Background: an optimization exercise with open tools, aiming at small area. Do not read the settings as production practice. Only simulation tests tie the RTL to the original design; equivalence was not proved. Power and IR drop assume default switching activity.

==> design/flow/design.v <==
`timescale 1ns / 1ps
module debug_controller #(
    parameter BAUD = 625000,  
    parameter CLK_RATE = 10,  
    parameter TIMEOUT  = 1    
    )(
    input logic clk,
    input logic rst,
    input logic srx,
    output logic stx,
    input logic [31:0] pc,
    input logic mcu_busy,
    input logic [31:0] d_rd,
    input logic error,
    output logic [31:0] d_in,
    output logic [31:0] addr,
    output logic pause,
    output logic resume,
    output logic reset,
    output logic reg_rd,
    output logic reg_wr,
    output logic mem_rd,
    output logic mem_wr,
    output logic [1:0] mem_size,
    output logic valid
);
    localparam R_IDLE  = 3'd0;
    localparam R_START = 3'd1;
    localparam R_DATA  = 3'd2;
    localparam R_STOP  = 3'd3;
    localparam R_CLEAN = 3'd4;
    localparam R_POST  = 3'd5;    
    logic       rxd1, rxd;
    logic [2:0] rs;
    logic [6:0] rc;
    logic [31:0] rxsr;       
    always_ff @(posedge clk) begin
        if (rst) begin
            rxd1 <= 1'b1;
            rxd  <= 1'b1;
        end
        else begin
            rxd1 <= srx;
            rxd  <= rxd1;
        end
    end
    always_ff @(posedge clk) begin
        if (rst) begin
            rs <= R_IDLE;
            rc <= 0;
        end
        else begin
            case (rs)
                R_IDLE, R_POST: begin
                    rc <= 0;
                    rs <= rxd ? R_IDLE : R_START;
                end
                R_START: begin
                    if (rc[2:0] == 3'd7) begin
                        rc <= 0;
                        rs <= rxd ? R_IDLE : R_DATA;
                    end
                    else rc <= rc + 1;
                end
                R_DATA: begin
                    rc <= rc + 1;
                    if (rc == 7'd127) rs <= R_STOP;
                end
                R_STOP: begin
                    rc <= rc + 1;
                    if (rc[3:0] == 4'd15) rs <= R_CLEAN;
                end
                R_CLEAN: rs <= R_POST;
                default: rs <= R_IDLE;
            endcase
        end
    end
    always_ff @(posedge clk) begin
        if (rs == R_DATA && rc[3:0] == 4'd15)
            rxsr <= {rxd, rxsr[31:1]};
    end
    wire rx_dv = (rs == R_CLEAN);
    logic [1:0]  nb;
    logic [20:0] ibt;
    wire ibt_hit = (ibt == 21'h1f0f7d);
    always_ff @(posedge clk) begin
        if (rst || rx_dv) ibt <= 21'd1;
        else              ibt <= {ibt[19:0], ibt[20] ^ ibt[18]};
    end
    always_ff @(posedge clk) begin
        if (rst) begin
            nb  <= 0;
        end
        else begin
            if (rx_dv)        nb <= nb + 1;
            else if (ibt_hit) nb <= 0;
        end
    end
    wire rdy = (rs == R_POST) && (nb == 2'd0);
    wire [31:0] rxw = {rxsr[7:0], rxsr[15:8], rxsr[23:16], rxsr[31:24]};
    localparam S_WAIT_CMD   = 4'd0;
    localparam S_ECHO_CMD   = 4'd1;
    localparam S_WAIT_ADDR  = 4'd2;
    localparam S_ECHO_ADDR  = 4'd3;
    localparam S_WAIT_DATA  = 4'd4;
    localparam S_ECHO_DATA  = 4'd5;
    localparam S_CTRLR      = 4'd6;
    localparam S_SEND_DATA  = 4'd7;
    localparam S_SEND_ERROR = 4'd8;
    localparam S_PROG_RCV   = 4'd9;
    localparam S_PROG_WR    = 4'd10;
    localparam S_CTRLR2     = 4'd11;    
    logic [3:0]  ss;
    logic [31:0] r_addr, r_d_in;
    logic [3:0]  r_cmd;
    logic [1:0]  r_ec;
    logic        cbusy;       
    logic [7:0]  tr;
    logic [5:0]  th;
    logic        txb;         
    logic [31:0] txsr;        
    wire s_cnt   = (ss == S_WAIT_ADDR) || (ss == S_WAIT_DATA) || (ss == S_PROG_RCV);
    wire tr_wrap = (tr == 8'd161);
    wire to_wait = (th == 6'd61) && (tr == 8'd119);    
    wire to_prog = (th == 6'd61) && (tr == 8'd118);    
    wire ld_echo = rdy && (((ss == S_WAIT_CMD) && (rxw[3:0] != 4'hF)) ||
                           (ss == S_WAIT_ADDR) || (ss == S_WAIT_DATA));
    wire ld_cmd  = (ss == S_WAIT_CMD);
    wire s_valid = (ss == S_CTRLR) || (ss == S_PROG_WR);    
    wire ld_d    = (ss == S_CTRLR2) && !cbusy;
    wire ld_e    = (ss == S_SEND_DATA) && !txb;
    wire tx_load = ld_echo || ld_d || ld_e;
    wire tx_shift = txb && (tr[3:0] == 4'd15) && (tr[7:4] != 4'd0) && (tr[7:4] <= 4'd8);
    always_ff @(posedge clk) begin
        if (tx_load) begin
            tr <= 8'd158;
            th <= 0;
        end
        else if (rst || !(s_cnt || txb)) begin
            tr <= 0;
            th <= 0;
        end
        else begin
            tr <= tr_wrap ? 8'd0 : tr + 1;
            th <= th + tr_wrap;
        end
    end
    always_ff @(posedge clk) begin
        if (rst)                              txb <= 0;
        else if (tx_load)                     txb <= 1;
        else if (th == 6'd4 && tr == 8'd159)  txb <= 0;
    end
    wire [31:0] tx_rx  = rxsr & {{4{!ld_cmd}}, 4'hF, {24{!ld_cmd}}};
    wire [31:0] tx_drd = {d_rd[7:0], d_rd[15:8], d_rd[23:16], d_rd[31:24]};
    wire [31:0] tx_ec  = {6'b0, r_ec, 24'b0};
    always_ff @(posedge clk) begin
        if (tx_load || tx_shift)
            txsr <= ({32{ld_echo}}  & tx_rx) |
                    ({32{ld_d}}     & tx_drd) |
                    ({32{ld_e}}     & tx_ec) |
                    ({32{tx_shift}} & {1'b0, txsr[31:1]});
    end
    assign stx = !txb || ((tr[7:4] != 4'd0) && ((tr[7:4] > 4'd8) || txsr[0]));
    always_ff @(posedge clk) begin
        if (rst) begin
            ss      <= S_WAIT_CMD;
            r_d_in  <= 0;
            r_cmd   <= 0;
        end
        else begin
            case (ss)
                S_WAIT_CMD: begin
                    if (rdy) begin
                        if (rxw[3:0] == 4'hF) begin
                            ss     <= S_PROG_RCV;
                            r_cmd  <= 4'hC;
                        end
                        else begin
                            r_cmd <= rxw[3:0];
                            ss    <= S_ECHO_CMD;
                        end
                    end
                end
                S_ECHO_CMD:  if (!txb) ss <= S_WAIT_ADDR;
                S_WAIT_ADDR: begin
                    if (rdy) begin
                        ss     <= S_ECHO_ADDR;
                    end
                    else if (to_wait) ss <= S_WAIT_CMD;
                end
                S_ECHO_ADDR: if (!txb) ss <= S_WAIT_DATA;
                S_WAIT_DATA: begin
                    if (rdy) begin
                        r_d_in <= rxw;
                        ss     <= S_ECHO_DATA;
                    end
                    else if (to_wait) ss <= S_WAIT_CMD;
                end
                S_ECHO_DATA: begin
                    if (!txb) begin
                        ss      <= S_CTRLR;
                    end
                end
                S_CTRLR:  ss <= S_CTRLR2;
                S_CTRLR2: if (!cbusy) ss <= S_SEND_DATA;
                S_SEND_DATA:  if (!txb) ss <= S_SEND_ERROR;
                S_SEND_ERROR: if (!txb) ss <= S_WAIT_CMD;
                S_PROG_RCV: begin
                    if (rdy) begin
                        r_d_in  <= rxw;
                        ss      <= S_PROG_WR;
                    end
                    else if (to_prog) ss <= S_WAIT_CMD;
                end
                S_PROG_WR: begin
                    ss      <= S_PROG_RCV;
                end
                default: ss <= S_WAIT_CMD;
            endcase
        end
    end
    wire        a_clr = (ss == S_WAIT_CMD) && rdy && (rxw[3:0] == 4'hF);
    wire        a_ld  = (ss == S_WAIT_ADDR) && rdy;
    wire        a_inc = (ss == S_PROG_WR);
    logic [29:0] a_nx;
    logic [30:0] a_cy;
    always_comb begin
        a_cy[0] = a_inc;
        for (int i = 0; i < 30; i++) begin
            a_nx[i]   = r_addr[i+2] ^ a_cy[i];
            a_cy[i+1] = r_addr[i+2] & a_cy[i];
        end
    end
    always_ff @(posedge clk) begin
        if (rst || a_clr)  r_addr <= 0;
        else if (a_ld)     r_addr <= rxw;
        else               r_addr[31:2] <= a_nx;
    end
    assign addr = r_addr;
    assign d_in = r_d_in;
    localparam FN_PAUSE        = 4'h1;
    localparam FN_RESUME       = 4'h2;
    localparam FN_RESET        = 4'h4;
    localparam FN_MEM_RD_BYTE  = 4'h6;
    localparam FN_MEM_RD_WORD  = 4'h7;
    localparam FN_REG_RD       = 4'h8;
    localparam FN_BR_PT_ADD    = 4'h9;
    localparam FN_BR_PT_RM     = 4'hA;
    localparam FN_MEM_WR_BYTE  = 4'hB;
    localparam FN_MEM_WR_WORD  = 4'hC;
    localparam FN_REG_WR       = 4'hD;
    logic        c_wait;      
    logic        c_err;
    logic        mcu_paused;
    logic        bp_en;
    logic        ms1;
    logic [13:0] ct;          
    wire c_to = (ct == 14'h11bb);    
    logic [7:0]  bpv;
    logic [31:0] ring [8];
    logic [2:0]  rot;
    logic        bp_hit;
    logic        bp_free;
    logic [2:0]  bp_slot;
    wire [15:0] vv    = {bpv, bpv} << rot;
    wire [7:0]  vphys = vv[15:8];           
    always_comb begin
        bp_hit = 0;
        for (int p = 0; p < 8; p++)
            if (vphys[p] && (ring[p] == pc)) bp_hit = 1;
    end
    always_comb begin
        bp_free = 0;
        bp_slot = 0;
        for (int i = 7; i >= 0; i--) begin
            if (!bpv[i]) begin
                bp_free = 1;
                bp_slot = i[2:0];
            end
        end
    end
    wire c_cmd  = !c_wait && s_valid;
    wire is_add = (r_cmd == FN_BR_PT_ADD);
    wire bp_add = c_cmd && is_add && bp_free;
    wire bp_rm  = c_cmd && (r_cmd == FN_BR_PT_RM) && (r_addr[31:3] == 0);
    wire ins    = is_add && bp_free && ((bp_slot + rot) == 3'd7);
    always_ff @(posedge clk) begin
        if (rst) begin
            bpv <= 0;
            rot <= 0;
        end
        else begin
            rot <= rot + 1;
            if (bp_add) bpv[bp_slot] <= 1'b1;
            if (bp_rm)  bpv[r_addr[2:0]] <= 1'b0;
        end
    end
    always_ff @(posedge clk) begin
        ring[0] <= ins ? r_addr : ring[7];
        for (int p = 1; p < 8; p++) ring[p] <= ring[p-1];
    end
    always_ff @(posedge clk) begin
        if (!c_wait) ct <= 14'd1;
        else         ct <= {ct[12:0], ct[13] ^ ct[12]};
    end
    always_ff @(posedge clk) begin
        if (rst) begin
            pause      <= 0;
            reset      <= 0;
            resume     <= 0;
            valid      <= 0;
            reg_rd     <= 0;
            mem_rd     <= 0;
            reg_wr     <= 0;
            mem_wr     <= 0;
            ms1        <= 1;
            c_err      <= 0;
            mcu_paused <= 0;
            cbusy      <= 0;
            bp_en      <= 1;
            c_wait     <= 0;
        end
        else if (!c_wait) begin
            if (s_valid) begin
                cbusy <= 1;
                case (r_cmd)
                    FN_PAUSE: begin
                        pause      <= 1;
                        valid      <= 1;
                        mcu_paused <= 1;
                        c_wait     <= 1;
                    end
                    FN_RESUME: begin
                        resume     <= 1;
                        valid      <= 1;
                        bp_en      <= 1;
                        mcu_paused <= 0;
                        c_wait     <= 1;
                    end
                    FN_RESET: begin
                        reset      <= 1;
                        valid      <= 1;
                        mcu_paused <= 0;
                    end
                    FN_BR_PT_ADD, FN_BR_PT_RM: ;
                    FN_MEM_RD_WORD: begin
                        mem_rd <= 1;
                        ms1    <= 1;
                        valid  <= 1;
                        c_wait <= 1;
                    end
                    FN_MEM_WR_WORD: begin
                        mem_wr <= 1;
                        ms1    <= 1;
                        valid  <= 1;
                        c_wait <= 1;
                    end
                    FN_MEM_RD_BYTE: begin
                        mem_rd <= 1;
                        ms1    <= 0;
                        valid  <= 1;
                        c_wait <= 1;
                    end
                    FN_MEM_WR_BYTE: begin
                        mem_wr <= 1;
                        ms1    <= 0;
                        valid  <= 1;
                        c_wait <= 1;
                    end
                    FN_REG_RD: begin
                        reg_rd <= 1;
                        valid  <= 1;
                        c_wait <= 1;
                    end
                    FN_REG_WR: begin
                        reg_wr <= 1;
                        valid  <= 1;
                        c_wait <= 1;
                    end
                    default: begin
                        reg_wr <= 0;
                        mem_wr <= 0;
                    end
                endcase
            end
            else if (!mcu_paused && bp_hit && bp_en) begin
                pause      <= 1;
                valid      <= 1;
                mcu_paused <= 1;
                bp_en      <= 0;
                c_wait     <= 1;
            end
            else begin
                pause  <= 0;
                resume <= 0;
                reset  <= 0;
                mem_rd <= 0;
                mem_wr <= 0;
                reg_rd <= 0;
                reg_wr <= 0;
                valid  <= 0;
                cbusy  <= 0;
            end
        end
        else begin
            valid <= 0;
            if (!mcu_busy) begin
                pause  <= 0;
                resume <= 0;
                reset  <= 0;
                mem_rd <= 0;
                mem_wr <= 0;
                reg_rd <= 0;
                reg_wr <= 0;
                c_err  <= 0;
                c_wait <= 0;
            end
            else if (c_to) begin
                c_err  <= 1;
                c_wait <= 0;
            end
        end
    end
    assign mem_size = {ms1, 1'b0};
    always_ff @(posedge clk) begin
        if (rst) r_ec <= 0;
        else begin
            if (s_valid) r_ec <= 2'd0;
            if (c_err)   r_ec <= 2'd2;
            if (error)   r_ec <= 2'd1;
        end
    end
endmodule  
==> design/flow/flow/run.sh <==
#!/bin/bash
set -euo pipefail
here=$(pwd)
export BUFFER_PORTS_ARGS="-buffer_cell sky130_fd_sc_hd__buf_1"
export CTS_ARGS="-sink_clustering_enable -repair_clock_nets -dont_use_dummy_load -sink_clustering_size 10 -sink_clustering_max_diameter 40 -buf_list {sky130_fd_sc_hd__clkbuf_4}"
{
  echo "proc abc {args} {"
  echo "  set i [lsearch \$args -script]"
  echo "  if {\$i >= 0} { set args [lreplace \$args [expr {\$i + 1}] [expr {\$i + 1}] $here/flow/area.script] }"
  echo "  yosys abc {*}\$args"
  echo "}"
  cat synth_recipe.tcl
} > flow_synth.tcl
sed "s|SYNTH_SCRIPT=[^ ]*|SYNTH_SCRIPT=$here/flow_synth.tcl|" standard.sh > flow_standard.sh
grep -q "SYNTH_SCRIPT=$here/flow_synth.tcl" flow_standard.sh
bash flow_standard.sh > flow.log 2>&1
==> design/flow/flow/area.script <==
&get -n
&st
&syn2
&dch -f
&nf -R 1000
&st
&syn2
&dch -f
&nf -R 1000
&st
&dch -f
&nf -R 1000
&put
==> design/flow/standard.sh <==
#!/bin/bash
# synth_recipe.tcl (not shown) runs the flow's synth.tcl, then flattens the netlist and writes it again
# the make line also repeats each setting of config.mk as NAME=value (left out here)
make -C /OpenROAD-flow-scripts/flow DESIGN_CONFIG=/design/flow/config.mk WORK_HOME=/design/flow/orfs CLKGATE_MAP_FILE= SYNTH_SCRIPT=/design/flow/synth_recipe.tcl "${@:-finish}"
==> design/flow/config.mk <==
export PLATFORM = sky130hd
export DESIGN_NAME = debug_controller
export DESIGN_NICKNAME = debug_controller
export VERILOG_FILES = /design/flow/design.v
export SDC_FILE = /design/flow/constraint.sdc
export NUM_CORES = 4
export LEC_CHECK = 0
export CAP_MARGIN = 20
export CORE_MARGIN = 2
export CORE_UTILIZATION = 40
export SLEW_MARGIN = 20
==> design/flow/constraint.sdc <==
create_clock -name core_clock -period 7.0 [get_ports {clk}]
set_input_delay 1.4000 -clock core_clock [delete_from_list [all_inputs] [get_ports {clk}]]
set_output_delay 1.4000 -clock core_clock [all_outputs]
set_load 0.01 [all_outputs]
==> impl_metrics.ini, run 1 <==
[status]
status = complete, no violations

[clock_network]
ctsLongestPathBuffers = 3
tritoncts = yes
numCtsBuffers = 74
path_clk_slew_ns = 0.10
cts_setup_buffers = 0
holdBufCountCts = 0
cts_resized = 0
cts.sink_count = 483
htreeDepth = 3
clk_latency_ns = 0.82
root_buffer = clkbuf_4

[worst_setup_path]
crit_fanout = 14
crit_arrival_ns = 7.24
crit_path_top_delay_cell = dfxtp_1
cp-startpoint = ss[0]
worstRegToRegCells = 33
cp-endpoint = r_addr[31]
timing.rr.end = r_addr[31]
crit_path_frequent_cell = ha_1
ff2ff_setup_slack_ns = 0.40
critPathKind = reg -> reg
cp.required_ns = 7.64
crit_path_start_kind = register
endpoint_kind = register
slowest_delay_ns = 0.55
worstReg2RegStart = ss[0]

[layout]
stdcell_area_um2 = 19740
drive_gt1_share_pct = 5.191
final_cell_mix = dfxtp_1, nand2_1, xor2_1
final_cells = 2424
layout.cells.most_common = dfxtp_1
area_growth_pct = 10.94
layout.nets = 1949
post-route-util_pct = 44.83

[logic_synthesis]
synth-seq-cells = 483
syn_inst = 1606
synth-edff-count = 64
synth_top_flop_cell = dfxtp_1
syn_area_um2 = 17790
ys_types = 51
avgSynthCellArea_um2 = 11.08
ys_warn_count = 2
yosysSeqAreaShare_pct = 57.95
synthArstFlopShare_pct = 0
syn_nets = 1723

[power]
p_sw_mw = 1.123
p_sw_share_pct = 24.80
power_frac_clock_pct = 30.7
sequentialPowerShare_pct = 63.0
combPwrFrac_pct = 6.3
ir_worst_vdd_mv = 0.1013
powerDensity_nw_per_um2 = 229.4
leakage_nw = 7.285
p_int_mw = 3.406

[route]
num_vias = 12540
detail-route-antenna-nets = 0
first_pass_iters = 6
drt-total-wl_um = 46210
drt_iter0_markers = 897
drc = 0
detail_route.wl_per_cell_um = 19.06
vias_per_cell = 5.173

[timing]
fin_skew_ns = 0.1369
setup_viol = 0
final.period_utilization_pct = 94.25
fin_tns_setup_ns = 0
worstMarginPinSlew_ns = 1.011
finalCriticalPeriod_ns = 6.598
hold_violations = 0
max_freq_ghz = 0.1516
drv_slew = 0
slew_headroom_pct = 32.57
rsz0062_at_grt = false

[placement]
place_congestion = 0.8919
port_buffers = 142
dpl.hpwl_um = 34320
placedCellCount = 2348
placed_area_um2 = 19160

[min_path]
hp-start = ring[2][0]
hp-class = reg -> reg

[global_routing]
grt_max_degree = 71
grt_usage_pct = 19.95
antenna_found_initial = 4
grt_overflow = 0
grt_pass1_vias = 12470
grt_pass1_wl_um = 71590

[floorplanning]
pin_count = 144
fp.dieH_um = 214.9
rows = 77
dieWidth_um = 214.9
initial_core_util_pct = 40.41
die_area_um2 = 46180
coreArea_um2 = 44030

[flow_run]
maxCapViolCount = 0
[cell type report]
| cell class | instances | area [um^2] |
|---|---|---|
| antenna | 2 | 5.005 |
| timing repair buffer | 152 | 609.3 |
| multi-input combinational | 1075 | 7345 |
| inverter | 46 | 172.7 |
| tap | 592 | 740.7 |
| sequential | 483 | 10310 |
| fill | 4281 | 24290 |
| clock buffer | 74 | 555.5 |
[synthesized netlist by cell type, drive strengths merged (3+ instances only)]
library cell / count / area share, %
a2111oi: 3 / 0.15
a211oi: 15 / 0.63
a21oi: 94 / 2.6
a222oi: 31 / 1.7
a22oi: 8 / 0.34
a31oi: 15 / 0.53
and2: 39 / 1.4
and3: 6 / 0.21
clkinv: 46 / 0.97
dfxtp: 419 / 47
edfxtp: 64 / 11
ha: 47 / 3.3
mux2: 33 / 2.1
mux2i: 9 / 0.51
nand2: 177 / 3.7
nand2b: 12 / 0.42
nand3: 18 / 0.51
nand4: 51 / 1.8
nand4b: 3 / 0.15
nor2: 77 / 1.6
nor2b: 13 / 0.46
nor3: 23 / 0.65
nor3b: 3 / 0.13
nor4: 59 / 2.1
o21ai: 28 / 0.79
o31ai: 4 / 0.17
or2: 3 / 0.11
or3: 3 / 0.11
or4: 3 / 0.13
xnor2: 108 / 5.3
xor2: 166 / 8.2
[sequential cells by signal, summed over array words and instances, names as in the netlist, 6 cells and up]
signal and cells:
ring 256, r_addr 32, bpv 8, th 6, r_d_in 32, rxsr 32, rc 7, ct 14
txsr 32, ibt 21, tr 8
[power by group through the flow]
stage / logic, mW / registers (mW) / clock network [mW]
2_1_floorplan: 0.169 / 2.91 / 0
3_3_place_gp: 0.279 / 2.91 / 0
3_5_place_dp: 0.281 / 2.92 / 0
4_1_cts: 0.283 / 2.85 / 1.45
5_1_grt: 0.319 / 2.86 / 1.56
6_report: 0.286 / 2.85 / 1.39
[per-stage QoR]
stage                     setup slack [ns]  total power [mW]  hold WS, ns
final                               0.4023             4.529       0.2806
after global routing               0.04744             4.735       0.2997
after CTS                           0.3793             4.583       0.2880
after detailed placement            0.4025             3.196       0.3530
after global placement              0.4559             3.193       0.3517
after floorplan                     0.8157             3.079       0.3487
[cells by family (layout without fill, tap and decap cells)]
kind of cell    Yosys count  after routing  synth area share, %
simple gates            496            496                13.75
flops                   483            483                57.95
xor+xnor                274            274                13.49
compound gates          214            214                7.729
fa+ha+maj                48             48                3.418
buf+inv                  48            272                1.055
mux                      42             42                2.595
other cells               1              3              0.02108
[metal layers]
layer  routed length (um)  global-route usage [%]  vias up
met2                21100                   31.48      319
met4                 1026                   6.991        0
met5                    0                       0        -
li1                     -                       -     6117
met3                 2651                   3.892       72
met1                21430                   27.29     6032
[worst max-delay path: cells and delay by family, from the launching register on]
family                   cells  cell delay [ns]
adder cells (fa/ha/maj)     29             5.25
flip-flops                   1             0.55
AND/OR/NAND/NOR              2             0.38
AO/OA/AOI/OAI                1             0.21
XOR/XNOR                     1             0.12
[worst min-delay path by stage]
stage,end,slack [ns],cells past startpoint
2_1_floorplan,ring[3][0],0.35,0
3_3_place_gp,ring[1][22],0.35,0
3_5_place_dp,ring[3][13],0.35,0
4_1_cts,ring[3][0],0.29,0
5_1_grt,ring[1][0],0.30,0
6_report,ring[3][0],0.28,0
==> inputs of run 2 (changes only) <==
--- a/design/flow/config.mk
+++ b/design/flow/config.mk
@@ -9,3 +9,3 @@
 export CORE_MARGIN = 2
-export CORE_UTILIZATION = 40
+export CORE_UTILIZATION = 55
 export SLEW_MARGIN = 20
==> run 2 against run 1 <==
Compared with the run above:
- combinational power shrank 3%
- final area shrank 1.7%
- global-route usage grew 6.7 points
- largest power group unchanged
==> impl_metrics.ini, run 2 <==
[layout]
num-fill-cells = 2773
largest_reg_flops = 256
multi_input_area_um2 = 7335
stdcell_area_um2 = 19400
drive_gt1_share_pct = 4.620
final_cells = 2223
seq_area_um2 = 10310
layout.nets = 1937
post-route-util_pct = 61.18
regMostFlops = ring
area_growth_pct = 9.065
layout.cells.most_common = dfxtp_1
final_cell_mix = dfxtp_1, nand2_1, xor2_1

[route]
drt_iter0_markers = 881
drc = 0
vias_per_cell = 5.552
detail-route-antenna-nets = 0
first_pass_iters = 9
detail_route.wl_per_cell_um = 20.01
drt-total-wl_um = 44490
num_vias = 12340

[timing]
setup_viol = 0
rsz0062_at_grt = false
fin_skew_ns = 0.1036
hold_violations = 0
worstMarginPinSlew_ns = 1.013
setup_slack_ns = 0.4742
slew_headroom_pct = 32.49
finalCriticalPeriod_ns = 6.526
fin_tns_setup_ns = 0
drv_slew = 0
max_freq_ghz = 0.1532
final.period_utilization_pct = 93.23

[logic_synthesis]
synth_common_cells = dfxtp_1, nand2_1, xor2_1, xnor2_1, a21oi_1
synth-edff-count = 64
synth.area.top_cells = dfxtp_1, edfxtp_1, xor2_1, xnor2_1, nand2_1
syn_inst = 1606
synth_top_flop_cell = dfxtp_1
synth-seq-cells = 483
syn_nets = 1723
synthArstFlopShare_pct = 0
avgSynthCellArea_um2 = 11.08
syn_area_um2 = 17790
ys_types = 51
yosysSeqAreaShare_pct = 57.95
synth_top_area_cell = dfxtp_1
ys_warn_count = 2
yosysMostFrequentCell = dfxtp_1
synth.top_cell.area_share_pct = 47.14

[global_routing]
grt_pass1_wl_um = 68700
grt_usage_pct = 26.66
antenna_found_initial = 2
grt_max_degree = 42
grt_overflow = 0
grt_pass1_vias = 12070

[placement]
placed_area_um2 = 18940
place_congestion = 0.8930
dpl.hpwl_um = 32750
placedCellCount = 2160
dp_slack_ns = 0.3328
port_buffers = 142

[clock_network]
holdBufCountCts = 0
cts_setup_buffers = 0
tritoncts = yes
path_clk_slew_ns = 0.11
htreeDepth = 2
clk_latency_ns = 0.79
numCtsBuffers = 60
ctsLongestPathBuffers = 3
cts.sink_count = 483
root_buffer = clkbuf_4

[worst_setup_path]
crit_fanout = 17
crit_path_start_kind = register
crit_path_frequent_cell = ha_1
endpoint_kind = register
cp.required_ns = 7.68
crit_path_top_delay_cell = dfxtp_1
critPathKind = reg -> reg
slowest_delay_ns = 0.49
crit_arrival_ns = 7.20

[floorplanning]
coreArea_um2 = 31720
fp.dieH_um = 183.9
rows = 65
die_area_um2 = 33800
initial_core_util_pct = 56.09
dieWidth_um = 183.9
pin_count = 144

[min_path]
hp-class = reg -> reg

[status]
status = complete, no violations

[flow_run]
maxCapViolCount = 0

[power]
powerDensity_nw_per_um2 = 225.6
ir_worst_vdd_mv = 0.1254
leakage_nw = 7.229
==> run 2: cell count changes in the layout (fill, tap and decap cells not counted), moves of 2 or more <==
cell      delta
dfxtp_1      -2
clkbuf_4    -14
dfxtp_2      +2
buf_4        +2
==> run 2: layout make-up <==
cell class / count / area share, %
multi-input combinational: 1075 / 37.80
antenna: 3 / 0.03869
tap: 402 / 2.592
sequential: 483 / 53.14
timing repair buffer: 154 / 3.217
inverter: 46 / 0.8898
clock buffer: 60 / 2.321
==> run 2: where the power goes <==
group	switching (mW)	internal (mW)	total [mW]
sequential	0.0423	2.82	2.86
combinational	0.174	0.103	0.276
clock	0.851	0.391	1.24
total	1.07	3.31	4.38
==> run 2: kinds of logic (layout without fill, tap and decap cells) <==
logic type / after synthesis / count (layout) / synth area share (%)
flops: 483 / 483 / 57.95
other cells: 1 / 4 / 0.02108
xor+xnor: 274 / 274 / 13.49
simple gates: 496 / 496 / 13.75
mux: 42 / 42 / 2.595
fa+ha+maj: 48 / 48 / 3.418
buf+inv: 48 / 260 / 1.055
compound gates: 214 / 214 / 7.729
==> run 2: what timing repair did <==
item,in CTS,in global routing
hold endpoints to repair,0,0
gates resized for setup,0,2
setup endpoints to repair,0,2
==> run 2: stage by stage <==
stage	total power [mW]	hold WS (ns)
2_1_floorplan	3.079	0.3487
3_3_place_gp	3.192	0.3500
3_5_place_dp	3.194	0.3530
4_1_cts	4.415	0.3232
5_1_grt	4.564	0.3082
6_report	4.378	0.3143
==> run 2: worst paths after layout <==
path / slack [ns] / depth (start not counted) / to / startpoint
hold / removal: 0.31 / 0 / ring[5][13] / ring[4][13]
setup / recovery: 0.47 / 33 / r_addr[31] / ss[1]
setup reg to reg: 0.47 / 33 / r_addr[31] / ss[1]
hold reg to reg: 0.31 / 0 / ring[5][13] / ring[4][13]
==> run 2: critical path: cells and delay by family (launching register included) <==
kind	cells	cell delay (ns)
fa+ha+maj	29	5.25
xor+xnor	1	0.12
compound gates	1	0.21
simple gates	2	0.38
flops	1	0.49
==> run 2: layer usage <==
metal	vias to the layer above	GRT usage [%]	share of wire, %	wire [um]
li1	6089	-	-	-
met1	5861	35.11	45	19980
met2	307	44.15	47	20950
met3	86	4.556	4.5	1999
met4	0	9.920	3.5	1550
met5	-	0	0	0

[re-timing with driven ports]
No port has a modelled driver above. Below, the same layouts with a new extraction and two added sets of constraints. Step 1 assumes that a clkbuf_16 drives the clock port and a buf_2 every other input. Step 2 moves the port delays by t, midway between the first and last clock arrival at a register: inputs arrive t later, outputs are due t later. That takes back most of the time a late clock gives input paths. Three values: ideal, step 1, step 2; two values: the first two.
run | t, ns | setup slack, ns | worst register clock-pin slew, ns | worst slew at a driven data input, ns
run 1 | 0.802 | 0.402 / 0.402 / 0.402 | 0.11 / 0.11 | 0.08
run 2 | 0.794 | 0.474 / 0.474 / 0.474 | 0.11 / 0.11 | 0.08
After both steps every run listed still meets setup and hold.
